This design comes from an exercise in tuning for small area on the open sky130 flow, not from production work.
Function was checked by simulation only, so behaviour that the tests miss may differ from the original.
The flow treats the clock pin as an ideal source, which a real chip does not have.
Power is estimated from default activity; no workload was simulated.

## flow/run.sh

```bash
#!/bin/bash
# Standard layout (the standard.sh, standard synthesis) with two changes:
# - port buffers use the smallest buffer (buf_1) instead of ORFS's default choice;
# - clock tree from clkbuf_4 buffers, without CTS dummy loads.
# make's output goes to standard_flow.log; each ORFS step keeps its own log
# under orfs/logs/.
set -euo pipefail
bash standard.sh \
  'BUFFER_PORTS_ARGS=-buffer_cell sky130_fd_sc_hd__buf_1' \
  'CTS_ARGS=-sink_clustering_enable -repair_clock_nets -buf_list sky130_fd_sc_hd__clkbuf_4 -dont_use_dummy_load' \
  finish > standard_flow.log 2>&1
```

## standard.sh

```bash
#!/bin/bash
# synth_recipe.tcl (not shown) runs the flow's synth.tcl, then flattens the netlist and writes it again
# the make line also repeats each setting of config.mk as NAME=value (left out here)
make -C /OpenROAD-flow-scripts/flow DESIGN_CONFIG=/design/flow/config.mk WORK_HOME=/design/flow/orfs CLKGATE_MAP_FILE= SYNTH_SCRIPT=/design/flow/synth_recipe.tcl "${@:-finish}"
```

## config.mk

```make
export PLATFORM = sky130hd
export DESIGN_NAME = SlaveFPGA
export DESIGN_NICKNAME = SlaveFPGA
export VERILOG_FILES = /design/flow/design.v
export SDC_FILE = /design/flow/constraint.sdc
export NUM_CORES = 4
export LEC_CHECK = 0
export CAP_MARGIN = 20
export CORE_MARGIN = 2
export CORE_UTILIZATION = 45
export SLEW_MARGIN = 20
```

## constraint.sdc

```tcl
create_clock -name core_clock -period 8.0 [get_ports {clk}]
set_input_delay 1.6000 -clock core_clock [delete_from_list [all_inputs] [get_ports {clk}]]
set_output_delay 1.6000 -clock core_clock [all_outputs]
set_load 0.01 [all_outputs]
```

## design.v

```verilog
module ReadoutConfigurator(
           SMT_MD, PDZ, NAPZ, ENTRI, INTUPZ, PGA
       );
output SMT_MD, PDZ, NAPZ, ENTRI, INTUPZ;
output [2:0] PGA;
assign SMT_MD = 0;  
assign PDZ = 1;  
assign NAPZ = 1;  
assign ENTRI = 0;
assign INTUPZ = 0;
assign PGA = 3;
endmodule
module AdcController(
           clk, reset, start_acquisition, data_enable, is_error, data_out,
           SCLK, CNVST, RD, CS, RESET, OB2C, PD, SDOUT, RDERROR, BUSY
       );
localparam [4:0] S_RST1 = 5'd5;
localparam [4:0] S_CUP  = 5'd14;
localparam [6:0] CNT_SEED = 7'b1001000;
input clk, reset, start_acquisition;
input RDERROR, BUSY, SDOUT;
output data_enable, is_error;
output [15:0] data_out;
output reg SCLK;
output CNVST, CS, RESET;
output RD, OB2C, PD;
reg [15:0] data;
reg [6:0] counter;
reg [4:0] s;
reg error;
wire counter_low = |counter[5:0];
wire counter_done = !counter_low && !counter[6];
wire in_acq   = s[4] || s[4:1] == 4'b0000;
wire is_rst   = !s[4] && !s[3] && s[2];                  
wire is_wait  = !s[4] && s[3] && (s[2] || !s[1]);        
wire is_ready = s == 5'd3 || s == 5'd10;
wire is_after = s == 5'd2;
always @(posedge clk) begin
    if (is_ready && start_acquisition)
        counter <= CNT_SEED;
    else
        counter <= {counter[5:0], (counter[6] ^ counter[5]) & counter_low};
end
genvar g;
generate
    for (g = 0; g < 16; g = g + 1) begin : gen_data
        always @(posedge clk)
            if (s[4] && !SCLK && s[3:0] == 15 - g) data[g] <= SDOUT;
    end
endgenerate
wire advance = !SCLK || is_rst || (is_wait && (BUSY ^ s[0])) ||
               (is_ready && start_acquisition) || (is_after && counter_done);
always @(posedge clk) begin
    if (reset) begin
        error <= 0;
        SCLK <= 1;
    end else if (RDERROR) begin
        error <= 1;
    end else if (!error && in_acq) begin
        SCLK <= !SCLK;
    end
end
always @(posedge clk) begin
    if (reset || !error && !RDERROR && advance)
        s <= reset ? S_RST1 : is_ready ? S_CUP : s + 1'b1;
end
assign data_out = data;
assign data_enable = is_after && !error;
assign is_error = error;
assign RESET = is_rst;
assign CNVST = !s[4] && (is_rst || s[3:1] == 3'b100 || s[3:0] == 4'b1010);
assign CS = !in_acq;
assign RD = 0;
assign OB2C = 0;
assign PD = 0;
endmodule
module DataSerializer(
           clk, reset, lower_adc_data, upper_adc_data,
           lower_adc_data_enable, upper_adc_data_enable, out_bit
       );
input clk, reset, lower_adc_data_enable, upper_adc_data_enable;
input [15:0] lower_adc_data, upper_adc_data;
output out_bit;
reg [4:0] phase;
reg channel;
reg lower_next_ready, upper_next_ready;
wire idle = (phase == 0);
wire take_lower = lower_adc_data_enable && lower_next_ready;
wire take_upper = upper_adc_data_enable && upper_next_ready;
always @(posedge clk) begin
    if (reset)
        phase <= 0;
    else if (!idle)
        phase <= phase + 1'b1;
    else if (take_lower || take_upper)
        phase <= 14;
    if (idle)
        channel <= !take_lower;
    lower_next_ready <= !lower_adc_data_enable || (lower_next_ready && !idle);
    upper_next_ready <= !upper_adc_data_enable || (upper_next_ready && (!idle || take_lower));
end
wire [15:0] data = channel ? upper_adc_data : lower_adc_data;
wire [3:0] index = ~phase[3:0];
assign out_bit = phase[4] ? data[index] : (phase == 14 || (phase == 15 && channel));
endmodule
module SlaveFPGA(
           clk, reset, start_lower_adc, start_upper_adc, serial_data_out,
           lower_adc_error, upper_adc_error,
           SMT_MD, PDZ, NAPZ, ENTRI, INTUPZ, PGA,
           SCLK0, CNVST0, RD0, CS0, RESET0, OB2C0, PD0, SDOUT0, RDERROR0, BUSY0,
           SCLK1, CNVST1, RD1, CS1, RESET1, OB2C1, PD1, SDOUT1, RDERROR1, BUSY1
       );
input clk, reset;
input start_lower_adc, start_upper_adc;
output serial_data_out;
output lower_adc_error, upper_adc_error;
output SMT_MD, PDZ, NAPZ, ENTRI, INTUPZ;
output [2:0] PGA;
output SCLK0, CNVST0, RD0, CS0, RESET0, OB2C0, PD0;
input SDOUT0, RDERROR0, BUSY0;
output SCLK1, CNVST1, RD1, CS1, RESET1, OB2C1, PD1;
input SDOUT1, RDERROR1, BUSY1;
wire [15:0] lower_adc_data_wire, upper_adc_data_wire;
wire lower_adc_data_enable_wire, upper_adc_data_enable_wire;
ReadoutConfigurator readout_configurator(
                        SMT_MD, PDZ, NAPZ, ENTRI, INTUPZ, PGA
                    );
AdcController lower_adc_controller(
                  clk, reset, start_lower_adc, lower_adc_data_enable_wire, lower_adc_error, lower_adc_data_wire,
                  SCLK0, CNVST0, RD0, CS0, RESET0, OB2C0, PD0, SDOUT0, RDERROR0, BUSY0
              );
AdcController upper_adc_controller(
                  clk, reset, start_upper_adc, upper_adc_data_enable_wire, upper_adc_error, upper_adc_data_wire,
                  SCLK1, CNVST1, RD1, CS1, RESET1, OB2C1, PD1, SDOUT1, RDERROR1, BUSY1
              );
DataSerializer data_serializer(
                   clk, reset, lower_adc_data_wire, upper_adc_data_wire, lower_adc_data_enable_wire,
                   upper_adc_data_enable_wire, serial_data_out
               );
endmodule
```

==> notes.md, run 1 <==
- The worst register-to-register path has a depth of 5.
- The sequential power share is 54.8%.
- The via count of the first global-routing pass is 2082.
- The final weighted congestion in routability-driven placement is 0.760.
- The number of failing hold endpoints at the final stage came to 0.
- The number of antenna repair diodes is 0.
- The CTS buffer count is 9.
- The cell area that synthesis handed to floorplanning was 3390 um2.
- The portion of the post-synthesis area used by sequential elements is 52.8%.
- For this run, the total global-route usage over all layers was measured as 15.8%.
- The floorplan has 31 rows.
- The count of warnings emitted by yosys is 2.
- The sort of element at the start of the critical path is a register.
- The fraction of power spent switching nets is 33.6%.
- The mean instance size in the synthesized netlist is 11.1 um2.
- The first global-routing pass estimated 10200 um of wire.
- Of all nets on the critical path, the largest fanout is 11.
- The buffer and inverter count on the worst path is 1.
- Summed over all layers, the global routing overflow is 0.
- STA classifies the critical path endpoint as an output pin.
- The count of buffers added by post-CTS timing repair for setup is 0.
- The end of the worst register-to-register path is upper_adc_controller.s[4].
- The slowest stage of the critical path is the sky130_fd_sc_hd__dfxtp_1 cell.
- The clock tree root buffer cell is sky130_fd_sc_hd__clkbuf_4.
- The number of maximum-capacitance violations is 0.
- The final critical path takes up 49.9% of the cycle.
- For this design the total switching power over the nets is 0.282 mW.
- The estimated wirelength of the detail-placed design is 4600 um.
- For this design the ratio of total power to cell area is between 200 and 250 nW/um2.
- Clock skew on the completed layout was measured at approximately 0.028 ns.
- The biggest cell delay along the critical path is 0.56 ns.
- Broken down by cell family, the worst path's largest delay share belongs to compound AO/OA/AOI/OAI gates.
- The timing endpoint of the critical path is serial_data_out.
- The full die area is 8250 um2.
- The DRC violations left is 0.
- Leaving out fill and tap cells, the most frequent cell in the layout is sky130_fd_sc_hd__nor2_1.
- The max-slew violation count is 0.
- In this run the worst hold path is classified as reg -> reg.
- The count of final setup violators is 0.
- The count of antenna-violating nets left after detailed routing is 0.
- Setup repair after global routing left no endpoint under its margin.
- The part of the power in combinational logic is 27.1%.
- The chip height is between 90 and 100 um.
- The routed length per placed instance is 14.6 um.
- The number of standard cells in the layout, taps in and fillers out is about 420.
- The total of flip-flops plus latches after synthesis is around 70.
- The CTS tree is yes.
- The gate count after technology mapping is 306.
- Of the cells placed in the final design, the portion with a size suffix greater than 1 is under 10%.
- After routing the design area is 3560 um2.
- The met3 usage in global routing is 4.76%.
- The number of gates given a new drive strength after cts is 0.
- Measured against its own limit, the worst slew margin works out to 58.0%.
- The top cell types in the final layout, fill and taps aside, are sky130_fd_sc_hd__nor2_1, sky130_fd_sc_hd__edfxtp_1, sky130_fd_sc_hd__dfxtp_1.
- The worst hold-check slack is 0.465 ns.
- The total of hold buffers inserted after clock tree synthesis is 0.
- The number of placed I/O pins is 35.
- The total core area is 7290 um2.
- After detailed routing, the number of vias per cell comes to 5.04.
- The type of the worst setup path is reg -> out.
- The hold path startpoint is lower_adc_controller.counter[2].
- The launching instance or port of the critical path is data_serializer.phase[1].
- The number of distinct library cell variants in the gate-level netlist after synthesis is 47.
- The flow ran to the end and the layout has no timing, DRC or antenna violations.
- The number of DRC markers in iteration 0 is between 100 and 150.
- The clock-pin slew on the worst setup and hold paths is 0.09 ns.
- The die extent in x is 90.8 um.
- The first detailed-routing pass ran for 4 iterations.
- The data required time of the critical path is 6.40 ns.
- Input and output buffers added on the ports amount to 20.
- The maximum count of clock buffers along a single path is 2.
- Subtracting the final worst setup slack from the clock period gives 3.99 ns.
- The cell occurring most often along the worst timing path is sky130_fd_sc_hd__ha_1.
- The arrival time of data at the critical path endpoint is between 2 and 2.5 ns.
- Walking the worst path, the cells encountered are ha_1, and3_2, ha_1, a21oi_1, a2111oi_0, a311o_1, buf_1.
- Derived from the worst setup path, the maximum achievable clock frequency is 251 MHz.
- The area growth from synthesis to layout is 4.87%.
- The placed standard-cell area is 3490 um2.
- The total negative slack is 0 ns.
- The number of cells on the critical path is 7.
- The initial antenna violation count is 0.
- Summed over all cells, the static leakage comes to 1.33 nW.
- The most congested layer reported by global routing is met2.
- For this run, global-route usage on met1 was measured as 21.4%.
- The setup check on the worst reg-to-reg path leaves a slack of 5.38 ns.
- The via count of the routed design is ~2100.
- The worst-case IR drop observed on VDD is 0.000151 V.
- The met2 track demand over resource is about a quarter.
- The clock sink count is 68.
- Entering global routing, the biggest net connects 22 pins.
- The number of H-tree levels is 3.
- Once the floorplan was initialized, standard cells occupied 46.5% of the core.
- The clock network latency to the later pin of the worst-skew pair is ~0.4 ns.
- The final total power is 0.841 mW.
- The wire length after detailed routing is a little over 6000 um.
- At the pin with the least slew margin, the transition time is 0.630 ns.
- The total internal power is roughly 0.56 mW.
- The startpoint of the most critical register-to-register path is upper_adc_controller.s[0].
- In this run, placement finished with an instance count of 414.
- In this run, the clock network consumes 18.2% of the power.
- In the final design database the tool counted 348 nets.
[stage by stage]
stage | utilization [%] | setup slack (ns)
floorplan | - | 4.80
global placement | 47.9 | 4.46
detailed placement | 47.9 | 4.42
CTS | 48.8 | 3.98
global route | 48.8 | 3.77
finish | 48.8 | 4.01
[flip-flops by register name (all words and copies together), names as in the netlist, 5 cells and up]
register and cells:
lower_adc_controller.s 5, lower_adc_controller.counter 7, data_serializer.phase 5, upper_adc_controller.data 16, upper_adc_controller.s 5, lower_adc_controller.data 16, upper_adc_controller.counter 7
[final cells by class]
class                      instances  area (um2)
clock buffer                       9        67.6
fill                             717        3730
inverter                          14        57.6
multi-input combinational        212        1430
sequential                        68        1790
tap                               99         124
timing repair buffer              21        82.6
[metal layers]
layer | routed length (um) | vias up | share of wire [%]
li1 | - | 1079 | -
met1 | 2990 | 1019 | 48
met2 | 2900 | 29 | 47
met3 | 231 | 6 | 3.7
met4 | 72 | 0 | 1.2
met5 | 0 | - | 0
[how the worst min path moves through the flow]
stage | end | slack, ns | depth (start not counted)
6_report | lower_adc_controller.counter[3] | 0.46 | 1
5_1_grt | lower_adc_controller.counter[1] | 0.47 | 1
4_1_cts | lower_adc_controller.counter[1] | 0.46 | 1
3_5_place_dp | data_serializer.upper_next_ready | 0.44 | 1
3_3_place_gp | data_serializer.upper_next_ready | 0.44 | 1
2_1_floorplan | lower_adc_controller.counter[3] | 0.41 | 1
[synthesized netlist by cell type (all sizes together)]
master | n | share of area (%)
o211ai | 3 | 0.66
o21ai | 3 | 0.77
clkbuf | 4 | 0.44
or3 | 6 | 1.1
xor2 | 8 | 2.1
buf | 20 | 4.1
nor3 | 9 | 1.3
nand3 | 8 | 1.2
a2111oi | 1 | 0.26
or2b | 1 | 0.22
nand2b | 16 | 3.0
clkinv | 1 | 0.26
dfxtp | 25 | 15
a311o | 1 | 0.30
nor3b | 1 | 0.37
o21bai | 2 | 0.44
nor2 | 54 | 6.0
and2 | 8 | 1.5
inv | 13 | 1.4
o2111a | 2 | 0.66
a31oi | 2 | 0.37
o221ai | 1 | 0.26
ha | 12 | 4.4
a21oi | 5 | 0.74
and3 | 3 | 0.59
mux2i | 9 | 2.7
xnor2 | 4 | 1.0
or2 | 4 | 0.74
nand2 | 16 | 1.8
conb | 2 | 0.22
nor4 | 2 | 0.37
a211oi | 1 | 0.37
mux4 | 7 | 4.9
a32o | 1 | 0.30
nor4b | 2 | 0.52
or4b | 3 | 1.1
edfxtp | 43 | 38
a211o | 2 | 0.59
o41ai | 1 | 0.26
[power groups by stage]
| stage | Sequential, mW | Clock (mW) | Combinational (mW) |
|---|---|---|---|
| after floorplan | 0.439 | 0 | 0.205 |
| after global placement | 0.468 | 0 | 0.228 |
| after detailed placement | 0.469 | 0 | 0.230 |
| after CTS | 0.460 | 0.160 | 0.231 |
| after global routing | 0.467 | 0.170 | 0.255 |
| final | 0.461 | 0.153 | 0.228 |
[kinds of logic (layout without fill, tap and decap cells)]
group,count (synthesis),after routing,share of synthesized area [%]
flops,68,68,52.8
compound gates,25,25,5.98
simple gates,133,133,19.7
buf+inv,38,44,6.23
mux,16,16,7.53
fa+ha+maj,12,12,4.43
other cells,2,14,0.221
xor+xnor,12,12,3.10
==> inputs of run 2 (changes only) <==
--- a/design.v
+++ b/design.v
@@ -84,24 +84,26 @@
 reg [4:0] phase;
 reg channel;
 reg lower_next_ready, upper_next_ready;
-wire idle = (phase == 0);
+wire idle = phase[4] && !phase[3];
 wire take_lower = lower_adc_data_enable && lower_next_ready;
 wire take_upper = upper_adc_data_enable && upper_next_ready;
+wire take = take_lower || take_upper;
 always @(posedge clk) begin
     if (reset)
-        phase <= 0;
-    else if (!idle)
+        phase <= 5'd16;
+    else if (idle)
+        phase <= {1'b1, take, take, take, 1'b0};
+    else
         phase <= phase + 1'b1;
-    else if (take_lower || take_upper)
-        phase <= 14;
     if (idle)
         channel <= !take_lower;
     lower_next_ready <= !lower_adc_data_enable || (lower_next_ready && !idle);
     upper_next_ready <= !upper_adc_data_enable || (upper_next_ready && (!idle || take_lower));
 end
-wire [15:0] data = channel ? upper_adc_data : lower_adc_data;
-wire [3:0] index = ~phase[3:0];
-assign out_bit = phase[4] ? data[index] : (phase == 14 || (phase == 15 && channel));
+wire [3:0] idx = ~phase[3:0];
+wire lo = lower_adc_data[idx];
+wire up = upper_adc_data[idx];
+assign out_bit = phase[4] ? (phase[3] && (!phase[0] || channel)) : (channel ? up : lo);
 endmodule
 module SlaveFPGA(
            clk, reset, start_lower_adc, start_upper_adc, serial_data_out,
==> run 2 against run 1 <==
  * Non-clock buffer count shrank 1
  * Via count shrank 1.4%
  * Area after synthesis is 2.1% lower
  * Count of clock-buffer cells in the layout unchanged
  * Critical path depth shrank 2
  * Still clean on timing, DRC and antenna
  * Clock skew about the same
  * Clock power about the same
  * Final cell count decreased by 1.2%
  * Global-route usage up 0.12 points
  * Total power fell by 17%
==> notes.md, run 2 <==
- By count the netlist is led by sky130_fd_sc_hd__nor2_1, sky130_fd_sc_hd__edfxtp_1, sky130_fd_sc_hd__dfxtp_1.
- The post-layout minimum cycle time is 3.85 ns (-0.141 ns).
- The count of final setup violators is 0 (unchanged).
- The xor-xnor portion of the synthesized cell area is 3.96% (+0.86 points).
- The classification of the worst-slack hold path is reg -> reg.
- The total negative slack came to 0 ns (unchanged).
- The part of the power in combinational logic is 16.7% (-10 points).
- The CTS tree is yes.
- The number of failing hold endpoints at the final stage was 0 (unchanged).
- The total core area is 7210 um2 (-1.1%).
- The clock network latency to the later pin of the worst-skew pair came to 0.38 ns (-0.02 ns).
- The portion of the post-synthesis area used by sequential elements is 54.0% (+1.2 points).
- The number of DRC markers in iteration 0 is 115 (-5.0%).
- The share of the synthesized area in the top cell type is 38.9% (+0.83 points).
- The total internal power was 0.496 mW (-11%).
- The largest registers in the layout are lower_adc_controller.data: 16 flops, upper_adc_controller.data: 16 flops.
- Setup repair after global routing left no endpoint under its margin.
- The power per cell area is 203 nW/um2 (-14%).
- In the post-synthesis netlist, the cell with the most instances is sky130_fd_sc_hd__nor2_1.
- The post-synthesis cell area is 3320 um2 (-2.1%).
- The DRC violations left is 0 (unchanged).
- The number of synthesized flops with an enable pin is 43 (unchanged).
- The clock sink count is 68 (unchanged).
- The biggest cell delay along the critical path came to 0.69 ns (+0.13 ns).
- The port buffer count is 20 (unchanged).
- The total of flip-flops plus latches after synthesis is 68 (unchanged).
- The initial antenna violation count was 0 (unchanged).
- The via count of the routed design is 2103 (-1.4%).
- The mean instance size in the synthesized netlist is 10.9 um2 (-1.5%).
- The number of distinct library cell variants in the gate-level netlist after synthesis is 46 (-2.1%).
- The max-slew violation count is 0 (unchanged).
- The worst setup path is captured at an output pin.
- The standard cell with the maximum stage delay on the critical path is sky130_fd_sc_hd__edfxtp_1.
- The clock-pin slew on the worst setup and hold paths is 0.09 ns (about the same).
- The fraction of power consumed by the clock network is 21.7% (+3.5 points).
- The CTS buffer count is 9 (unchanged).
- The final weighted congestion in routability-driven placement is 0.794 (+4.5%).
- The gate count after technology mapping came to 304 (-0.65%).
- The relative slew slack is 61.1% (+3.1 points).
- The critical path is of the reg -> out type.
- The most common library cell in the layout ignoring fill and taps is sky130_fd_sc_hd__nor2_1.
- The final instance area came to 3460 um2 (-2.7%).
- The sequential power share came to 61.7% (+6.9 points).
- The starting density of the core is 46.0% (-0.51 points).
- The overall track demand over capacity in global routing is 15.9% (+0.12 points).
- The remaining global-route overflow is 0 (unchanged).
- The die extent in x is 89.9 um (-1.0%).
- The peak clock frequency supported by timing came to 260 MHz (+3.7%).
- The chip height is 89.9 um (-1.0%).
- The data required time of the critical path is 6.40 ns (about the same).
- The count of buffers added by post-CTS timing repair for setup is 0 (unchanged).
- The number of placed I/O pins came to 35 (unchanged).
- The total of hold buffers inserted after clock tree synthesis was 0 (unchanged).
- The arrival time of data at the critical path endpoint is 2.25 ns (-0.14 ns).
- The proportion of synthesized area in mux cells is 6.45% (-1.1 points).
- The length of the first detailed-routing pass in iterations is 4 (unchanged).
- The count of warnings emitted by yosys was 2 (unchanged).
- STA classifies the critical path startpoint as a register.
- The via count of the first global-routing pass is 2013 (-3.3%).
- The biggest area consumer among synthesized cells is sky130_fd_sc_hd__edfxtp_1.
- The share of layout cells above drive strength 1 is 4.08% (-4.3 points).
- The maximum fanout count along the critical path is 11 (unchanged).
- The number of gates given a new drive strength after cts is 0 (unchanged).
- The routed length per placed instance is 14.3 um (-2.3%).
- The placed standard-cell area was 3390 um2 (-2.7%).
- The most used flip-flop cell after synthesis is sky130_fd_sc_hd__edfxtp_1.
- The count of antenna-violating nets left after detailed routing came to 0 (unchanged).
- The run finished with no timing, DRC or antenna violations.
- The number of antenna repair diodes is 0 (unchanged).
- By area, the combinational part of the netlist is dominated by simple AND/OR/NAND/NOR gates.
- The worst clock skew is 0.0280 ns (+0.000169 ns).
- The share of the clock period used by the worst path is 48.1% (-1.8 points).
- The switching component of the power is 0.205 mW (-27%).
- The number of H-tree levels is 3 (unchanged).
- The number of nets in the layout is 340 (-2.3%).
- The full die area is 8080 um2 (-2.0%).
- The maximum number of pins on one net before global-route repair came to 17 (-23%).
- The peak supply drop was 0.000130 V (-14%).
- The row count is 31 (unchanged).
- The final total power is 0.701 mW (-17%).
- In the layout the commonest cells are sky130_fd_sc_hd__nor2_1, sky130_fd_sc_hd__edfxtp_1, sky130_fd_sc_hd__dfxtp_1.
- The area share of fa/ha/maj cells after synthesis is 3.39% (-1.0 points).
- The worst path setup slack after routing came to 4.15 ns (+0.141 ns).
- The transition time at the pin with the least slew margin is 0.575 ns (-0.0551 ns).
- The simple logic cell fraction of the synthesized area is 19.6% (-0.13 points).
- The area growth from synthesis to layout is 4.30%.
- The leakage power total is 1.25 nW (-6.1%).
- The tree is rooted in a sky130_fd_sc_hd__clkbuf_4.
- The maximum count of clock buffers along a single path is 2 (unchanged).
- The number of vias per cell came to 5.03 (-0.23%).
- The fraction of power spent switching nets is 29.2% (-4.4 points).
- By area the synthesized netlist is led by sky130_fd_sc_hd__edfxtp_1, sky130_fd_sc_hd__dfxtp_1, sky130_fd_sc_hd__nor2_1, sky130_fd_sc_hd__mux4_1, sky130_fd_sc_hd__ha_1.
- The estimated wirelength of the detail-placed design is 4390 um (-4.6%).
- The critical path goes through mux4_1, a22oi_1, a311o_1, o31ai_1, buf_1.
- The area fraction in compound gates after synthesis came to 5.54% (-0.43 points).
- The share of flip-flops with an asynchronous set or reset after synthesis came to 0% (unchanged).
- The wire length after detailed routing is 5980 um (-3.4%).
- The first-pass GRT wire length was 10000 um (-1.5%).
- The worst-case setup slack after placement is 4.54 ns (+0.111 ns).
- The number of maximum-capacitance violations is 0 (unchanged).
## run 2: path summary, 6_finish.rpt
check                                                startpoint                              end  slack, ns  cells past startpoint
worst max-delay path                    data_serializer.channel                  serial_data_out       4.15                      5
worst min-delay path            upper_adc_controller.counter[2]  upper_adc_controller.counter[3]       0.45                      1
worst max register to register        lower_adc_controller.s[0]        lower_adc_controller.s[4]       5.52                      6
worst min register to register  upper_adc_controller.counter[2]  upper_adc_controller.counter[3]       0.45                      1
## run 2: worst max-delay path, delay by kind of cell (launching register included)
| kind | cells | cell delay [ns] |
|---|---|---|
| AOI/OAI and AO/OA | 3 | 0.46 |
| buffers and inverters | 1 | 0.14 |
| DFF | 1 | 0.69 |
| muxes | 1 | 0.62 |
## run 2: kinds of logic (layout without fill, tap and decap cells)
family | after synthesis | after routing
AOI/OAI and AO/OA | 27 | 27
xor gates and xnor gates | 15 | 15
adders and majority gates | 9 | 9
buffers and inverters | 42 | 45
DFF | 68 | 68
muxes | 12 | 12
other | 2 | 14
and+or+nand+nor | 129 | 129
## run 2: power by group through the flow
stage,registers (mW),logic [mW],clock network [mW]
floorplan,0.418,0.113,0
global placement,0.441,0.116,0
detailed placement,0.440,0.117,0
CTS,0.432,0.118,0.158
global route,0.438,0.135,0.172
finish,0.433,0.117,0.152
## run 2: cell type report
| cell class | count | area, um2 |
|---|---|---|
| fill | 703 | 3750 |
| sequential | 68 | 1790 |
| multi-input combinational | 206 | 1340 |
| tap | 99 | 124 |
| timing repair buffer | 20 | 75.1 |
| clock buffer | 9 | 67.6 |
| inverter | 16 | 60.1 |
## run 2: per-stage QoR
step	instances	utilization [%]	hold slack (ns)
detailed placement	409	47.1	0.437
global route	418	48.0	0.478
CTS	418	48.0	0.459
finish	418	48.0	0.454
global placement	409	47.1	0.431
floorplan	316	-	0.413
## run 2: layer usage
metal  global-route usage, %  up-vias  wire, um
li1                        -     1074         -
met1                    21.5     1001      2870
met2                    25.0       26      2920
met3                    3.60        2       154
met4                    6.54        0        29
met5                       0        -         0
==> inputs of run 3 (changes only) <==
--- a/design.v
+++ b/design.v
@@ -16,7 +16,7 @@
        );
 localparam [4:0] S_RST1 = 5'd5;
 localparam [4:0] S_CUP  = 5'd14;
-localparam [6:0] CNT_SEED = 7'b1001000;
+localparam [6:0] CNT_SEED = 7'b0011101;
 input clk, reset, start_acquisition;
 input RDERROR, BUSY, SDOUT;
 output data_enable, is_error;
@@ -28,8 +28,8 @@
 reg [6:0] counter;
 reg [4:0] s;
 reg error;
-wire counter_low = |counter[5:0];
-wire counter_done = !counter_low && !counter[6];
+wire counter_low = counter[5] || !counter[4] || counter[3] || !counter[2] || counter[1] || !counter[0];
+wire counter_done = !counter_low && counter[6];
 wire in_acq   = s[4] || s[4:1] == 4'b0000;
 wire is_rst   = !s[4] && !s[3] && s[2];                  
 wire is_wait  = !s[4] && s[3] && (s[2] || !s[1]);        
@@ -39,7 +39,7 @@
     if (is_ready && start_acquisition)
         counter <= CNT_SEED;
     else
-        counter <= {counter[5:0], (counter[6] ^ counter[5]) & counter_low};
+        counter <= {~counter[5:0], !((counter[6] ~^ counter[5]) && counter_low)};
 end
 genvar g;
 generate
==> flow/run.sh (replaced) <==
#!/bin/bash
# Standard layout (the standard.sh, standard synthesis) with three changes:
# - after floorplan, combinational cells get the smallest drive strength of
#   their family (flow/downsize.tcl); later repair steps size up as needed;
# - port buffers use the smallest buffer (buf_1) instead of ORFS's default choice;
# - clock tree from clkbuf_4 buffers, without CTS dummy loads.
# make's output goes to standard_flow.log; each ORFS step keeps its own log
# under orfs/logs/.
set -euo pipefail
bash standard.sh \
  "POST_FLOORPLAN_TCL=$(pwd)/flow/downsize.tcl" \
  'BUFFER_PORTS_ARGS=-buffer_cell sky130_fd_sc_hd__buf_1' \
  'CTS_ARGS=-sink_clustering_enable -repair_clock_nets -buf_list sky130_fd_sc_hd__clkbuf_4 -dont_use_dummy_load' \
  finish > standard_flow.log 2>&1
==> flow/downsize.tcl (new file) <==
# POST_FLOORPLAN hook: give every combinational cell the smallest-area cell of
# its family (same name but for the drive strength) with the same function.
# Timing has several ns of slack here; later steps (repair_design, repair_timing)
# still size up whatever needs it. Registers and tie cells are left alone.
set n 0
foreach inst [get_cells *] {
  set lc [get_lib_cells -of_objects $inst]
  set name [get_name $lc]
  if {[string match "*df*" $name] || [string match "*conb*" $name]} continue
  if {![regexp {^(sky130_fd_sc_hd__.+)_[0-9]+$} $name -> fam]} continue
  set best $lc
  set ba [get_property $lc area]
  foreach e [get_lib_cells ${fam}_*] {
    if {![regexp "^${fam}_\[0-9\]+\$" [get_name $e]]} continue
    if {[lsearch -exact $::env(DONT_USE_CELLS) [get_name $e]] >= 0} continue
    if {![sta::equiv_cells $lc $e]} continue
    set a [get_property $e area]
    if {$a < $ba - 0.001} { set best $e; set ba $a }
  }
  if {$best != $lc} {
    replace_cell $inst $best
    incr n
  }
}
puts "downsize: replaced $n cells"
==> run 3 against run 2 <==
  * Die area is 1.0% lower
  * First-iteration DRC count is 3.5% lower
  * Fmax is 3.0% lower
  * Setup slack worse by 0.12 ns
  * Core utilization is 0.49 points lower
==> notes.md, run 3 <==
- The run finished with no timing, DRC or antenna violations.
- The wire length after detailed routing is 5940 um (-0.62%).
- The CTS buffer count is 9 (unchanged).
- The arrival time of data at the critical path endpoint came to 2.37 ns (+0.12 ns).
- The estimated wirelength of the detail-placed design is 4420 um (+0.56%).
- The leakage power total was 1.20 nW (-3.8%).
- The number of gates given a new drive strength after cts is 0 (unchanged).
- The most common library cell in the layout ignoring fill and taps is sky130_fd_sc_hd__nor2_1.
- The first-pass GRT wire length is 9550 um (-4.8%).
- The number of failing hold endpoints at the final stage was 0 (unchanged).
- The final instance area is 3410 um2 (-1.6%).
- The length of the first detailed-routing pass in iterations is 4 (unchanged).
- The most frequent cell after synthesis is sky130_fd_sc_hd__nor2_1.
- The initial antenna violation count came to 0 (unchanged).
- The number of synthesized flops with an enable pin was 43 (unchanged).
- The count of warnings emitted by yosys came to 2 (unchanged).
- The worst hold-check slack is 0.395 ns (-0.0582 ns).
- In this run the most critical hold path is launched from upper_adc_controller.counter[2].
- The max-slew violation count is 0 (unchanged).
- The clock tree root buffer cell is sky130_fd_sc_hd__clkbuf_4.
- The wire length on met1 is 2780 um (-3.2%).
- The transition time at the pin with the least slew margin is 0.882 ns (+0.307 ns).
- The number of filler cells placed in the layout is 687 (-2.3%).
- The sort of element at the start of the critical path is a register.
- The routed length per placed instance was 14.4 um (+0.83%).
- The number of antenna repair diodes is 0 (unchanged).
- The clock sink count is 68 (unchanged).
- The data required time of the critical path came to 6.40 ns (about the same).
- The startpoint of the most critical register-to-register path is upper_adc_controller.s[0].
- The worst setup path is of the reg -> out kind.
- The mean instance size in the synthesized netlist is 11.0 um2 (+0.90%).
- The maximum fanout count along the critical path is 11 (unchanged).
- The area occupied by multi-input gates is 1310 um2 (-2.6%).
- The full die area is 8000 um2 (-1.0%).
- In the final layout, the registers with the most flip-flops are lower_adc_controller.data: 16 flops, upper_adc_controller.data: 16 flops.
- The final total power was 0.770 mW (+9.8%).
- The count of buffers added by post-CTS timing repair for setup is 0 (unchanged).
- The min-delay analysis places its worst path in the category reg -> reg.
- The area used by sequential logic in the layout is 1790 um2 (unchanged).
- Setup repair after global routing left no endpoint under its margin.
- The share of flip-flops with an asynchronous set or reset after synthesis came to 0% (unchanged).
- The via count of the routed design is 2046 (-2.7%).
- The overall track demand over capacity in global routing is 16.3% (+0.42 points).
- The total core area was 7180 um2 (-0.54%).
- The area growth from synthesis to layout is 3.81%.
- The total negative slack is 0 ns (unchanged).
- The relative slew slack is 41.2% (-20 points).
- The top cell types in the final layout, fill and taps aside, are sky130_fd_sc_hd__nor2_1, sky130_fd_sc_hd__edfxtp_1, sky130_fd_sc_hd__dfxtp_1.
- Sorting the synthesized cells by area gives the leading types as sky130_fd_sc_hd__edfxtp_1, sky130_fd_sc_hd__dfxtp_1, sky130_fd_sc_hd__nor2_1, sky130_fd_sc_hd__mux4_1, sky130_fd_sc_hd__ha_1.
- The via count of the first global-routing pass is 1962 (-2.5%).
- The post-layout minimum cycle time is 3.97 ns (+0.118 ns).
- The share of layout cells above drive strength 1 came to 5.75% (+1.7 points).
- The total of flip-flops plus latches after synthesis was 68 (unchanged).
- The peak supply drop is 0.000133 V (+1.9%).
- The launching instance or port of the critical path is data_serializer.channel.
- The DRC violations left is 0 (unchanged).
- The count of final setup violators is 0 (unchanged).
- The total of hold buffers inserted after clock tree synthesis came to 0 (unchanged).
- The portion of the post-synthesis area used by sequential elements is 54.6% (+0.60 points).
- The share of the synthesized area in the top cell type is 39.3% (+0.43 points).
- The maximum number of pins on one net before global-route repair is 20 (+3).
- The clock-pin slew on the worst setup and hold paths is 0.12 ns (+0.03 ns).
- The most used flip-flop cell after synthesis is sky130_fd_sc_hd__edfxtp_1.
- Ranked by instance count, the synthesized netlist is headed by sky130_fd_sc_hd__nor2_1, sky130_fd_sc_hd__edfxtp_1, sky130_fd_sc_hd__dfxtp_1.
- The number of distinct library cell variants in the gate-level netlist after synthesis is 45 (-2.2%).
- The placed standard-cell area is 3340 um2 (-1.6%).
- The number of maximum-capacitance violations came to 0 (unchanged).
- The number of nets in the layout came to 334 (-1.8%).
- The port buffer count was 20 (unchanged).
- TritonCTS built the clock tree.
- The biggest area consumer among synthesized cells is sky130_fd_sc_hd__edfxtp_1.
- The maximum count of clock buffers along a single path is 2 (unchanged).
- The clock network latency to the later pin of the worst-skew pair is 0.40 ns (+0.02 ns).
- The highest routed metal layer is met4.
- The post-synthesis cell area is 3280 um2 (-1.1%).
- The amount of wire on met3 after detailed routing is 204 um (+32%).
- The number of vias per cell is 4.97 (-1.3%).
- The count of antenna-violating nets left after detailed routing came to 0 (unchanged).
- The gate count after technology mapping was 298 (-2.0%).
- The row count came to 31 (unchanged).
- The number of placed I/O pins is 35 (unchanged).
- The total length of routed met2 wires came to 2850 um (-2.3%).
- The remaining global-route overflow was 0 (unchanged).
- The number of DRC markers in iteration 0 is 111 (-3.5%).
- The kind of capture point of the worst setup path is an output pin.
- The die extent in x came to 89.4 um (-0.52%).
- The number of H-tree levels is 3 (unchanged).
- The power per cell area came to 226 nW/um2 (+12%).
- The chip height is 89.4 um (-0.52%).
- The peak clock frequency supported by timing came to 252 MHz (-3.0%).
- The worst clock skew is 0.0367 ns (+0.00870 ns).
- The final weighted congestion in routability-driven placement was 0.824 (+3.8%).
- The share of the clock period used by the worst path is 49.6% (+1.5 points).
- The starting density of the core is 45.8% (-0.26 points).
## run 3: cell types whose count changed after synthesis, sizes merged, moves of 3 or more
cell / before / now
nand3b: 2 / 5
inv: 15 / 11
and2: 8 / 2
nor2: 44 / 53
nand3: 16 / 10
or3: 2 / 5
and3: 3 / 0
## run 3: critical path, cell delays in order (launching register included)
cell and delay, ns:
sky130_fd_sc_hd__edfxtp_1 0.72, sky130_fd_sc_hd__mux4_2 0.57, sky130_fd_sc_hd__a2111oi_0 0.41, sky130_fd_sc_hd__o31ai_1 0.15, sky130_fd_sc_hd__buf_1 0.14
## run 3: through the flow
step	util, %	worst slack, ns	instances
after CTS	47.5	3.97	412
after global routing	47.5	3.75	412
final	47.5	4.03	412
after floorplan	-	4.88	310
after detailed placement	46.6	4.39	403
after global placement	46.6	4.47	403
## run 3: path summary, 6_finish.rpt
check	to	slack, ns	depth (start not counted)
worst max-delay path	serial_data_out	4.03	4
worst min-delay path	upper_adc_controller.counter[3]	0.40	1
worst max register to register	upper_adc_controller.s[0]	5.48	6
worst min register to register	upper_adc_controller.counter[3]	0.40	1
## run 3: where the power goes
| group | internal, mW | switching (mW) |
|---|---|---|
| combinational | 0.0624 | 0.0782 |
| sequential | 0.430 | 0.0507 |
| clock | 0.0523 | 0.0962 |
| total | 0.545 | 0.225 |
## run 3: cell families (layout without fill, tap and decap cells)
kind of cell / count (synthesis) / after routing / share of synthesized area, %
buffers and inverters: 37 / 40 / 6.17
AOI/OAI and AO/OA: 26 / 26 / 5.68
DFF: 68 / 68 / 54.6
xor gates and xnor gates: 15 / 15 / 4.00
muxes: 12 / 12 / 6.52
and+or+nand+nor: 129 / 129 / 19.4
other: 2 / 14 / 0.229
adders and majority gates: 9 / 9 / 3.43
## run 3: per-layer routing
metal / GRT usage (%) / vias up
met5: 0 / -
met4: 5.70 / 0
met3: 5.91 / 6
met2: 25.1 / 42
met1: 21.5 / 958
li1: - / 1040
## run 3: cell type report
type,instances,area share [%]
multi-input cells,205,38.4
well taps,99,3.63
inverters,11,1.21
repair buffers,20,2.20
flip-flops and latches,68,52.6
clock buffers,9,1.98
==> inputs of run 4 (changes only) <==
--- a/design.v
+++ b/design.v
@@ -14,8 +14,6 @@
            clk, reset, start_acquisition, data_enable, is_error, data_out,
            SCLK, CNVST, RD, CS, RESET, OB2C, PD, SDOUT, RDERROR, BUSY
        );
-localparam [4:0] S_RST1 = 5'd5;
-localparam [4:0] S_CUP  = 5'd14;
 localparam [6:0] CNT_SEED = 7'b0011101;
 input clk, reset, start_acquisition;
 input RDERROR, BUSY, SDOUT;
@@ -30,25 +28,37 @@
 reg error;
 wire counter_low = counter[5] || !counter[4] || counter[3] || !counter[2] || counter[1] || !counter[0];
 wire counter_done = !counter_low && counter[6];
-wire in_acq   = s[4] || s[4:1] == 4'b0000;
-wire is_rst   = !s[4] && !s[3] && s[2];                  
-wire is_wait  = !s[4] && s[3] && (s[2] || !s[1]);        
-wire is_ready = s == 5'd3 || s == 5'd10;
-wire is_after = s == 5'd2;
+wire in_acq   = (s[4]) || (s[1] && s[2] && s[3]) || (s[0] && s[1] && s[2]);
+wire is_rst   = (s[0] && !s[2] && !s[3] && !s[4]) || (!s[0] && s[2] && !s[3] && !s[4]);
+wire is_up    = (!s[0] && !s[1] && !s[4]) || (!s[1] && s[2] && !s[3] && !s[4]);
+wire is_down  = (s[0] && !s[2] && s[3] && !s[4]);
+wire is_ready = (!s[0] && !s[2] && !s[4]);
+wire is_after = (s[0] && s[2] && s[3] && !s[4]);
+wire g        = (!s[2] && !s[3] && s[4]) || (!s[0] && s[2] && s[3]) || (s[0] && !s[1] && !s[3]) || (!s[0] && !s[2] && !s[4]) || (s[0] && !s[3] && s[4]) || (s[0] && s[1] && !s[2] && s[4]);
+wire h        = (s[2] && s[4]) || (s[3] && s[4]) || (!s[1] && s[4]) || (!s[0] && s[4]) || (s[0] && s[1] && s[3]);
 always @(posedge clk) begin
     if (is_ready && start_acquisition)
         counter <= CNT_SEED;
     else
         counter <= {~counter[5:0], !((counter[6] ~^ counter[5]) && counter_low)};
 end
-genvar g;
-generate
-    for (g = 0; g < 16; g = g + 1) begin : gen_data
-        always @(posedge clk)
-            if (s[4] && !SCLK && s[3:0] == 15 - g) data[g] <= SDOUT;
-    end
-endgenerate
-wire advance = !SCLK || is_rst || (is_wait && (BUSY ^ s[0])) ||
+always @(posedge clk) if (!SCLK && s == 5'd22) data[15] <= SDOUT;
+always @(posedge clk) if (!SCLK && s == 5'd28) data[14] <= SDOUT;
+always @(posedge clk) if (!SCLK && s == 5'd25) data[13] <= SDOUT;
+always @(posedge clk) if (!SCLK && s == 5'd18) data[12] <= SDOUT;
+always @(posedge clk) if (!SCLK && s == 5'd21) data[11] <= SDOUT;
+always @(posedge clk) if (!SCLK && s == 5'd27) data[10] <= SDOUT;
+always @(posedge clk) if (!SCLK && s == 5'd23) data[9] <= SDOUT;
+always @(posedge clk) if (!SCLK && s == 5'd31) data[8] <= SDOUT;
+always @(posedge clk) if (!SCLK && s == 5'd30) data[7] <= SDOUT;
+always @(posedge clk) if (!SCLK && s == 5'd29) data[6] <= SDOUT;
+always @(posedge clk) if (!SCLK && s == 5'd26) data[5] <= SDOUT;
+always @(posedge clk) if (!SCLK && s == 5'd20) data[4] <= SDOUT;
+always @(posedge clk) if (!SCLK && s == 5'd24) data[3] <= SDOUT;
+always @(posedge clk) if (!SCLK && s == 5'd16) data[2] <= SDOUT;
+always @(posedge clk) if (!SCLK && s == 5'd17) data[1] <= SDOUT;
+always @(posedge clk) if (!SCLK && s == 5'd19) data[0] <= SDOUT;
+wire advance = !SCLK || is_rst || (is_up && BUSY) || (is_down && !BUSY) ||
                (is_ready && start_acquisition) || (is_after && counter_done);
 always @(posedge clk) begin
     if (reset) begin
@@ -62,13 +72,13 @@
 end
 always @(posedge clk) begin
     if (reset || !error && !RDERROR && advance)
-        s <= reset ? S_RST1 : is_ready ? S_CUP : s + 1'b1;
+        s <= reset ? 5'd1 : {h, s[2:0], g};
 end
 assign data_out = data;
 assign data_enable = is_after && !error;
 assign is_error = error;
 assign RESET = is_rst;
-assign CNVST = !s[4] && (is_rst || s[3:1] == 3'b100 || s[3:0] == 4'b1010);
+assign CNVST = (!s[2] && !s[3] && !s[4]) || (!s[0] && !s[1] && !s[4]) || (!s[1] && !s[2] && !s[4]) || (!s[0] && !s[3] && !s[4]);
 assign CS = !in_acq;
 assign RD = 0;
 assign OB2C = 0;
==> flow/run.sh (replaced) <==
#!/bin/bash
# Standard layout (the standard.sh, standard synthesis) with these changes:
# - after floorplan, combinational cells get the smallest drive strength of
#   their family (flow/downsize.tcl); later repair steps size up as needed;
# - port buffers use the smallest buffer (buf_1) instead of ORFS's default choice;
# - clock tree from clkbuf_4 buffers, without CTS dummy loads; a clock
#   buffer whose flip-flops would see a slow clock edge becomes a clkbuf_8
#   (flow/clock_slew.tcl).
# make's output goes to standard_flow.log; each ORFS step keeps its own log
# under orfs/logs/.
set -euo pipefail
bash standard.sh \
  "POST_FLOORPLAN_TCL=$(pwd)/flow/downsize.tcl" \
  "POST_CTS_TCL=$(pwd)/flow/clock_slew.tcl" \
  'BUFFER_PORTS_ARGS=-buffer_cell sky130_fd_sc_hd__buf_1' \
  'CTS_ARGS=-sink_clustering_enable -repair_clock_nets -buf_list sky130_fd_sc_hd__clkbuf_4 -dont_use_dummy_load' \
  finish > standard_flow.log 2>&1
==> flow/clock_slew.tcl (new file) <==
estimate_parasitics -placement
set changed 0
foreach buf [get_cells *] {
  if {[get_property $buf ref_name] ne "sky130_fd_sc_hd__clkbuf_4"} continue
  set worst 0
  foreach opin [get_pins -of_objects $buf -filter "direction == output"] {
    foreach p [get_pins -of_objects [get_nets -of_objects $opin] -filter "direction == input"] {
      if {![string match "*df*" [get_property [get_cells -of_objects $p] ref_name]]} continue
      foreach prop {slew_max_rise slew_max_fall} {
        set s [get_property $p $prop]
        if {$s > $worst} { set worst $s }
      }
    }
  }
  puts "clock_slew: [get_name $buf] [format %.1f [expr {$worst * 1000}]] ps"
  if {$worst > 0.105} {
    replace_cell $buf sky130_fd_sc_hd__clkbuf_8
    incr changed
  }
}
puts "clock_slew: upsized $changed clock buffers"
if {$changed} {
  detailed_placement
  estimate_parasitics -placement
}
==> run 4 against run 3 <==
  * Still clean
  * Fmax shrank 4.4%
  * Combinational power shrank 16%
  * Clock power grew 9%
  * Synthesized cell count shrank 1.3%
  * Sequential share of layout area grew 2.0 points
  * Sequential power shrank 0.8%
  * Area after synthesis shrank 4.1%
  * Critical path depth grew 2
  * Hold slack lost 0.0083 ns
  * First-iteration DRC count grew 32%
  * Critical endpoint unchanged
  * Highest routed layer unchanged
==> notes.md, run 4 <==
- The initial antenna violation count is 0 (unchanged).
- Walking the worst path, the cells encountered are mux4_2, nand2_1, a21oi_1, a2111oi_0, a221oi_1, buf_1.
- The final instance area is 3280 um2 (-3.7%).
- The share of the synthesized area in the top cell type was 41.0% (+1.7 points).
- The count of final setup violators is 0 (unchanged).
- The placed standard-cell area is 3210 um2 (-4.0%).
- The most used flip-flop cell after synthesis is sky130_fd_sc_hd__edfxtp_1.
- The most frequent cell after synthesis is sky130_fd_sc_hd__nor2_1.
- The number of placed I/O pins is 35 (unchanged).
- The power per cell area is 230 nW/um2 (+1.9%).
- The number of nets in the layout is 319 (-4.5%).
- The total negative slack is 0 ns (unchanged).
- The leakage power total is 1.13 nW (-5.9%).
- The clock sink count is 68 (unchanged).
- Sorting the synthesized cells by how often they occur yields sky130_fd_sc_hd__nor2_1, sky130_fd_sc_hd__edfxtp_1, sky130_fd_sc_hd__nand2_1.
- The via count of the routed design is 2057 (+0.54%).
- The arrival time of data at the critical path endpoint is 2.55 ns (+0.18 ns).
- The worst hold path belongs to the class reg -> reg.
- The relative slew slack is 55.6% (+14 points).
- The cell family contributing the most delay on the critical path is flip-flops.
- The largest registers in the layout are lower_adc_controller.data: 16 flops, upper_adc_controller.data: 16 flops.
- The via count of the first global-routing pass came to 1873 (-4.5%).
- The transition time at the pin with the least slew margin is 0.666 ns (-0.216 ns).
- The area growth from synthesis to layout is 4.17%.
- The buffer and inverter count on the worst path is 1 (unchanged).
- The remaining global-route overflow is 0 (unchanged).
- The number of failing hold endpoints at the final stage is 0 (unchanged).
- The worst clock skew is 0.0217 ns (-0.0149 ns).
- The clock-pin slew on the worst setup and hold paths was 0.10 ns (-0.02 ns).
- The count of warnings emitted by yosys is 2 (unchanged).
- Summed over all instances, the cell type with the most area after synthesis is sky130_fd_sc_hd__edfxtp_1.
- The total core area is 6790 um2 (-5.3%).
- The number of DRC markers in iteration 0 was 147 (+32%).
- The slowest stage of the critical path is the sky130_fd_sc_hd__edfxtp_1 cell.
- The number of vias per cell is 5.12 (+3.0%).
- The maximum fanout count along the critical path was 14 (+3).
- The mean instance size in the synthesized netlist is 10.7 um2 (-2.8%).
- The share of the clock period used by the worst path is 51.9% (+2.3 points).
- The starting density of the core is 46.4% (+0.60 points).
- Sorting the synthesized cells by area gives the leading types as sky130_fd_sc_hd__edfxtp_1, sky130_fd_sc_hd__dfxtp_1, sky130_fd_sc_hd__nor2_1, sky130_fd_sc_hd__buf_4, sky130_fd_sc_hd__nand2_1.
- The port buffer count came to 20 (unchanged).
- In the layout the commonest cells are sky130_fd_sc_hd__nor2_1, sky130_fd_sc_hd__edfxtp_1, sky130_fd_sc_hd__nand2_1.
- The die extent in x is 87.7 um (-2.0%).
- The overall track demand over capacity in global routing was 16.7% (+0.31 points).
- The number of placed cells counting well taps is 393 (-2.5%).
- The full die area is 7680 um2 (-3.9%).
- The routed length per placed instance is 14.6 um (+1.2%).
- The row count is 30 (-3.2%).
- The share of layout cells above drive strength 1 came to 5.88% (+0.13 points).
- The gate count after technology mapping was 294 (-1.3%).
- The count of antenna-violating nets left after detailed routing is 0 (unchanged).
- The chip height came to 87.7 um (-2.0%).
- The estimated wirelength of the detail-placed design is 4210 um (-4.6%).
- STA classifies the critical path endpoint as an output pin.
- The launching instance or port of the critical path is data_serializer.channel.
- Setup repair after global routing left no endpoint under its margin.
- The DRC violations left is 0 (unchanged).
- The max-slew violation count is 0 (unchanged).
- The share of flip-flops with an asynchronous set or reset after synthesis is 0% (unchanged).
- The length of the first detailed-routing pass in iterations is 4 (unchanged).
- The maximum number of pins on one net before global-route repair is 20 (unchanged).
- The peak supply drop is 0.000151 V (+14%).
- The hold path startpoint is lower_adc_controller.counter[1].
- The number of maximum-capacitance violations is 0 (unchanged).
- The data required time of the critical path is 6.40 ns (about the same).
- The wire length after detailed routing came to 5870 um (-1.2%).
- The flow ran to the end and the layout has no timing, DRC or antenna violations.
- The post-layout minimum cycle time is 4.15 ns (+0.182 ns).
- The clock network latency to the later pin of the worst-skew pair is 0.40 ns (about the same).
- The first-pass GRT wire length is 9500 um (-0.50%).
- The slack of the worst reg-to-reg path was 5.93 ns (+0.45 ns).
- The number of antenna repair diodes is 0 (unchanged).
- The number of synthesized flops with an enable pin was 43 (unchanged).
- The type of the worst setup path is reg -> out.
- The total of flip-flops plus latches after synthesis is 68 (unchanged).
- The final weighted congestion in routability-driven placement is 0.841 (+2.0%).
- The startpoint of the most critical register-to-register path is upper_adc_controller.s[2].
- The number of distinct library cell variants in the gate-level netlist after synthesis is 46 (+2.2%).
- The peak clock frequency supported by timing is 241 MHz (-4.4%).
- The post-synthesis cell area came to 3150 um2 (-4.1%).
- The final total power is 0.755 mW (-1.9%).
- The portion of the post-synthesis area used by sequential elements came to 56.9% (+2.3 points).
- Leaving out fill and tap cells, the most frequent cell in the layout is sky130_fd_sc_hd__nor2_1.
- The worst setup path is launched from a register.
- The number of standard cells in the layout, taps in and fillers out is 402 (-2.4%).
- TritonCTS built the clock tree.
- The biggest cell delay along the critical path was 0.79 ns (+0.07 ns).
- The worst hold-check slack is 0.387 ns (-0.00827 ns).
==> run 4: path summary, 6_finish.rpt <==
path | cells after the start | end
hold reg to reg | 1 | lower_adc_controller.counter[2]
setup reg to reg | 3 | upper_adc_controller.s[3]
hold / removal | 1 | lower_adc_controller.counter[2]
setup / recovery | 6 | serial_data_out
==> run 4: area by class of cell <==
class	count	area (um2)
tap	96	120
multi-input combinational	203	1200
inverter	6	22.5
fill	639	3510
sequential	68	1790
timing repair buffer	20	75.1
clock buffer	9	73.8
==> run 4: through the flow <==
stage	worst slack [ns]	util, %
3_5_place_dp	4.28	47.2
3_3_place_gp	4.32	47.2
6_report	3.85	48.3
5_1_grt	3.55	48.3
2_1_floorplan	4.91	-
==> run 4: kinds of logic (layout without fill, tap and decap cells) <==
kind of cell | Yosys count | in the layout | share of synthesized area (%)
flops | 68 | 68 | 56.9
mux | 13 | 13 | 5.80
other cells | 2 | 14 | 0.238
buf+inv | 35 | 35 | 6.48
xor+xnor | 10 | 10 | 2.78
fa+ha+maj | 1 | 1 | 0.397
simple gates | 131 | 131 | 19.7
compound gates | 34 | 34 | 7.75
==> run 4: power breakdown <==
group / leakage [nW] / internal [mW] / switching (mW)
Clock: 0.0440 / 0.0576 / 0.103
Combinational: 0.480 / 0.0554 / 0.0622
Sequential: 0.603 / 0.426 / 0.0513
Total: 1.13 / 0.538 / 0.217
==> run 4: worst register-to-register path, cell delays in order, from the launching register on <==
cell,delay (ns)
sky130_fd_sc_hd__edfxtp_1,0.60
sky130_fd_sc_hd__or4b_2,0.75
sky130_fd_sc_hd__o2111ai_1,0.14
sky130_fd_sc_hd__o22a_1,0.26
==> run 4: per-layer routing <==
layer  wire, um  GRT usage (%)  up-vias
li1           -              -     1044
met1       2800           23.7      966
met2       2790           24.2       43
met3        218           3.11        4
met4         62           8.67        0
met5          0              0        -
==> inputs of run 5 (changes only) <==
--- a/flow/run.sh
+++ b/flow/run.sh
@@ -1,5 +1,7 @@
 #!/bin/bash
-# Standard layout (the standard.sh, standard synthesis) with these changes:
+# Standard layout (the standard.sh) with these changes:
+# - synthesis is the standard flow's own script (synth_recipe.tcl, unchanged) except that ABC
+#   maps with flow/abc_area.script (flow/synth.tcl); the registers are the same;
 # - after floorplan, combinational cells get the smallest drive strength of
 #   their family (flow/downsize.tcl); later repair steps size up as needed;
 # - port buffers use the smallest buffer (buf_1) instead of ORFS's default choice;
@@ -10,6 +12,7 @@
 # under orfs/logs/.
 set -euo pipefail
 bash standard.sh \
+  "SYNTH_SCRIPT=$(pwd)/flow/synth.tcl" \
   "POST_FLOORPLAN_TCL=$(pwd)/flow/downsize.tcl" \
   "POST_CTS_TCL=$(pwd)/flow/clock_slew.tcl" \
   'BUFFER_PORTS_ARGS=-buffer_cell sky130_fd_sc_hd__buf_1' \
==> flow/abc_area.script (new file) <==
&get -n
&st
&syn2
&dch
&nf -R 1000
&put
mfs2
&get -n
&st
&dch
&nf -R 1000
&put
dnsize -c
==> flow/synth.tcl (new file) <==
# The standard flow's synthesis script (synth_recipe.tcl, sourced unchanged) with one change:
# ABC maps the logic with flow/abc_area.script, which recovers area under the
# (loose) clock period, instead of ORFS's abc_speed.script. Flip-flops are
# mapped before ABC runs, so the registers are those of the standard synthesis.
set flow_dir [file dirname [file normalize [info script]]]
set ::my_abc_script [file join $flow_dir abc_area.script]
proc abc {args} {
  set i [lsearch -exact $args -script]
  if {$i >= 0} { lset args [expr {$i + 1}] $::my_abc_script }
  yosys abc {*}$args
}
source [file join [file dirname $flow_dir] synth_recipe.tcl]
==> run 5 against run 4 <==
  * Core utilization increased by 1.4 points
  * Fmax increased by 4.9%
  * Clock power decreased by 3%
  * Area after synthesis decreased by 5.1%
  * Final cell count decreased by 7.2%
  * Largest cell class unchanged
  * Highest routed layer unchanged
==> notes.md, run 5 <==
- The share of the clock period used by the worst path is 49.5% (-2.4 points).
- The hold path startpoint is lower_adc_controller.counter[2].
- Relative to the synthesized area, the layout overhead comes to 6.19%.
- Yosys instantiated no cell more often than sky130_fd_sc_hd__nor2_1.
- The worst hold-check slack is 0.382 ns (-0.00527 ns).
- The area share of fa/ha/maj cells after synthesis is 0.419% (+0.021 points).
- After synthesis, the cell types taking the most area are sky130_fd_sc_hd__edfxtp_1, sky130_fd_sc_hd__dfxtp_1, sky130_fd_sc_hd__mux4_2, sky130_fd_sc_hd__nor2_1, sky130_fd_sc_hd__nand2_1.
- The remaining global-route overflow is 0 (unchanged).
- The gate count after technology mapping is 269 (-8.5%).
- The number of DRC markers in iteration 0 is 114 (-22%).
- The number of nets in the layout was 309 (-3.1%).
- The post-synthesis cell area was 2990 um2 (-5.1%).
- The power per cell area is 244 nW/um2 (+5.9%).
- The clock network latency to the later pin of the worst-skew pair is 0.39 ns (about the same).
- The number of placed I/O pins is 35 (unchanged).
- The worst path setup slack after routing was 4.04 ns (+0.192 ns).
- The leakage power total is 1.06 nW (-6.0%).
- STA classifies the critical path endpoint as an output pin.
- The share of the synthesized area in the top cell type is 43.2% (+2.2 points).
- The number of vias per cell is 5.32 (+4.0%).
- Setup repair after global routing left no endpoint under its margin.
- The terminating pin of the worst hold path is lower_adc_controller.counter[3].
- The DRC violations left was 0 (unchanged).
- After synthesis, the largest family of logic cells by area is simple AND/OR/NAND/NOR gates.
- The starting density of the core was 46.8% (+0.45 points).
- The area occupied by multi-input gates came to 1130 um2 (-5.6%).
- The library cell used most frequently in the layout, excluding fill and tap cells, is sky130_fd_sc_hd__nor2_1.
- The xor-xnor portion of the synthesized cell area was 1.17% (-1.6 points).
- The number of maximum-capacitance violations is 0 (unchanged).
- The number of filler cells placed in the layout came to 609 (-4.7%).
- The share of layout cells above drive strength 1 is 6.08% (+0.20 points).
- The share of flip-flops with an asynchronous set or reset after synthesis is 0% (unchanged).
- The peak clock frequency supported by timing is 253 MHz (+4.9%).
- The worst clock skew came to 0.0278 ns (+0.00611 ns).
- The via count of the first global-routing pass is 1809 (-3.4%).
- The wire length after detailed routing is 5690 um (-3.0%).
- The mean instance size in the synthesized netlist is 11.1 um2 (+3.7%).
- In the layout the commonest cells are sky130_fd_sc_hd__nor2_1, sky130_fd_sc_hd__edfxtp_1, sky130_fd_sc_hd__nand2_1.
- The total negative slack is 0 ns (unchanged).
- The post-layout minimum cycle time is 3.96 ns (-0.192 ns).
- The transition time at the pin with the least slew margin was 0.964 ns (+0.298 ns).
- The run finished with no timing, DRC or antenna violations.
- By count the netlist is led by sky130_fd_sc_hd__nor2_1, sky130_fd_sc_hd__edfxtp_1, sky130_fd_sc_hd__nand2_1.
- The maximum number of pins on one net before global-route repair is 22 (+10%).
- The count of antenna-violating nets left after detailed routing is 0 (unchanged).
- The number of distinct library cell variants in the gate-level netlist after synthesis is 31 (-33%).
- The full die area was 7310 um2 (-4.9%).
- The simple logic cell fraction of the synthesized area was 20.8% (+1.2 points).
- The number of antenna repair diodes is 0 (unchanged).
- The final total power came to 0.774 mW (+2.5%).
- The total core area is 6390 um2 (-6.0%).
- The classification of the worst-slack hold path is reg -> reg.
- The most used flip-flop cell after synthesis is sky130_fd_sc_hd__edfxtp_1.
- In this run the critical register-to-register path is launched from lower_adc_controller.s[0].
- The count of cells along the worst hold path is 1 (unchanged).
- The biggest area contributor in the post-synthesis netlist is sky130_fd_sc_hd__edfxtp_1.
- The area used by sequential logic in the layout is 1790 um2 (unchanged).
- The initial antenna violation count is 0 (unchanged).
- The chip height was 85.5 um (-2.5%).
- The total of flip-flops plus latches after synthesis is 68 (unchanged).
- In this run the critical register-to-register path is captured at lower_adc_controller.s[0].
- The routed length per placed instance is 15.3 um (+4.5%).
- The slack of the worst reg-to-reg path is 5.69 ns (-0.24 ns).
- The row count is 29 (-3.3%).
- The first-pass GRT wire length is 9390 um (-1.2%).
- The count of warnings emitted by yosys is 2 (unchanged).
- The sort of element at the start of the critical path is a register.
- The final weighted congestion in routability-driven placement came to 0.810 (-3.6%).
- The clock sink count is 68 (unchanged).
- The die extent in x is 85.5 um (-2.5%).
- The worst setup path is of the reg -> out kind.
- The data required time of the critical path is 6.40 ns (about the same).
- The estimated wirelength of the detail-placed design is 4050 um (-3.9%).
- The CTS tree is yes.
- The max-slew violation count was 0 (unchanged).
- The portion of the post-synthesis area used by sequential elements was 59.9% (+3.0 points).
- The largest registers in the layout are lower_adc_controller.data: 16 flops, upper_adc_controller.data: 16 flops.
- The worst-case setup slack after placement came to 4.42 ns (+0.145 ns).
- The maximum fanout count along the critical path came to 9 (-5).
- The relative slew slack was 35.7% (-20 points).
- The area fraction in compound gates after synthesis is 6.49% (-1.3 points).
- The proportion of synthesized area in mux cells is 7.12% (+1.3 points).
- The port buffer count is 20 (unchanged).
- The peak supply drop is 0.000185 V (+23%).
- The via count of the routed design is 1984 (-3.5%).
- The count of final setup violators was 0 (unchanged).
- The arrival time of data at the critical path endpoint came to 2.36 ns (-0.19 ns).
- The number of failing hold endpoints at the final stage is 0 (unchanged).
- The overall track demand over capacity in global routing is 17.0% (+0.32 points).
- The clock-pin slew on the worst setup and hold paths is 0.09 ns (about the same).
- The length of the first detailed-routing pass in iterations was 4 (unchanged).
- The number of cells on the worst reg-to-reg path was 4 (+1).
- The number of synthesized flops with an enable pin is 43 (unchanged).
## run 5: worst max-delay path by stage
stage	startpoint	end	slack, ns	cells after the start
2_1_floorplan	data_serializer.channel	serial_data_out	4.60	4
3_3_place_gp	data_serializer.channel	serial_data_out	4.43	5
3_5_place_dp	data_serializer.channel	serial_data_out	4.42	5
5_1_grt	data_serializer.channel	serial_data_out	3.84	5
6_report	data_serializer.channel	serial_data_out	4.04	5
## run 5: layer usage
| layer | vias to the layer above | global-route usage, % | wire [um] |
|---|---|---|---|
| li1 | 1004 | - | - |
| met1 | 938 | 24.1 | 2800 |
| met2 | 35 | 24.7 | 2610 |
| met3 | 7 | 3.46 | 188 |
| met4 | 0 | 8.95 | 90 |
| met5 | - | 0 | 0 |
## run 5: final cells by class
| class | instances | share of cell area, % |
|---|---|---|
| multi-input cells | 197 | 35.6 |
| flip-flops and latches | 68 | 56.4 |
| repair buffers | 20 | 2.37 |
| inverters | 2 | 0.237 |
| clock buffers | 9 | 2.33 |
| well taps | 77 | 3.04 |
## run 5: cell families after synthesis
kind of cell	count (synthesis)
buffers and inverters	16
and+or+nand+nor	134
DFF	68
other	2
muxes	10
adders and majority gates	1
xor gates and xnor gates	4
AOI/OAI and AO/OA	34
## run 5: where the power goes
group,switching (mW),leakage (nW),internal [mW]
clock network,0.0987,0.0440,0.0575
logic,0.0701,0.413,0.0591
registers,0.0580,0.603,0.430
## run 5: stage by stage
step                      instances  utilization (%)  instance area, um2
after floorplan                 281                -                3030
final                           373             49.7                3170
after detailed placement        364             48.6                3100
after global routing            373             49.7                3170
after global placement          364             48.6                3100
## run 5: worst max-delay path, cell delays in order (launching register included)
cell and delay [ns]:
sky130_fd_sc_hd__edfxtp_1 0.66, sky130_fd_sc_hd__mux4_2 0.55, sky130_fd_sc_hd__mux4_2 0.48, sky130_fd_sc_hd__nand2b_1 0.08, sky130_fd_sc_hd__o21ai_0 0.06, sky130_fd_sc_hd__buf_1 0.13

[port drivers added, routing unchanged]
In the flow no input, the clock included, has a driving cell. The finished layouts below were timed again as built, in two steps.
Step 1 sets driving cells, clkbuf_16 on the clock port and buf_2 on the other inputs (assumed; they add their load-dependent delay and slew).
Step 2 also shifts input and output timing later by t, the mid clock arrival at the registers, as if the neighbouring blocks saw the same clock.
Three values: no drivers, after step 1, after step 2; two values: the first two.
run	t, ns	setup WS [ns]	worst setup path after step 2	latest minus earliest clock arrival (ns)	pins driven straight from the clock port
run 1	0.414	4.008 / 3.981 / 4.395	register to output	0.029 / 0.028	1
run 2	0.392	4.149 / 4.122 / 4.515	register to output	0.029 / 0.029	1
run 3	0.410	4.031 / 4.003 / 4.414	register to output	0.037 / 0.037	1
run 4	0.412	3.849 / 3.823 / 4.235	register to output	0.024 / 0.024	1
run 5	0.403	4.041 / 4.015 / 4.418	register to output	0.028 / 0.028	1
After both steps setup and hold are still met in every run listed.
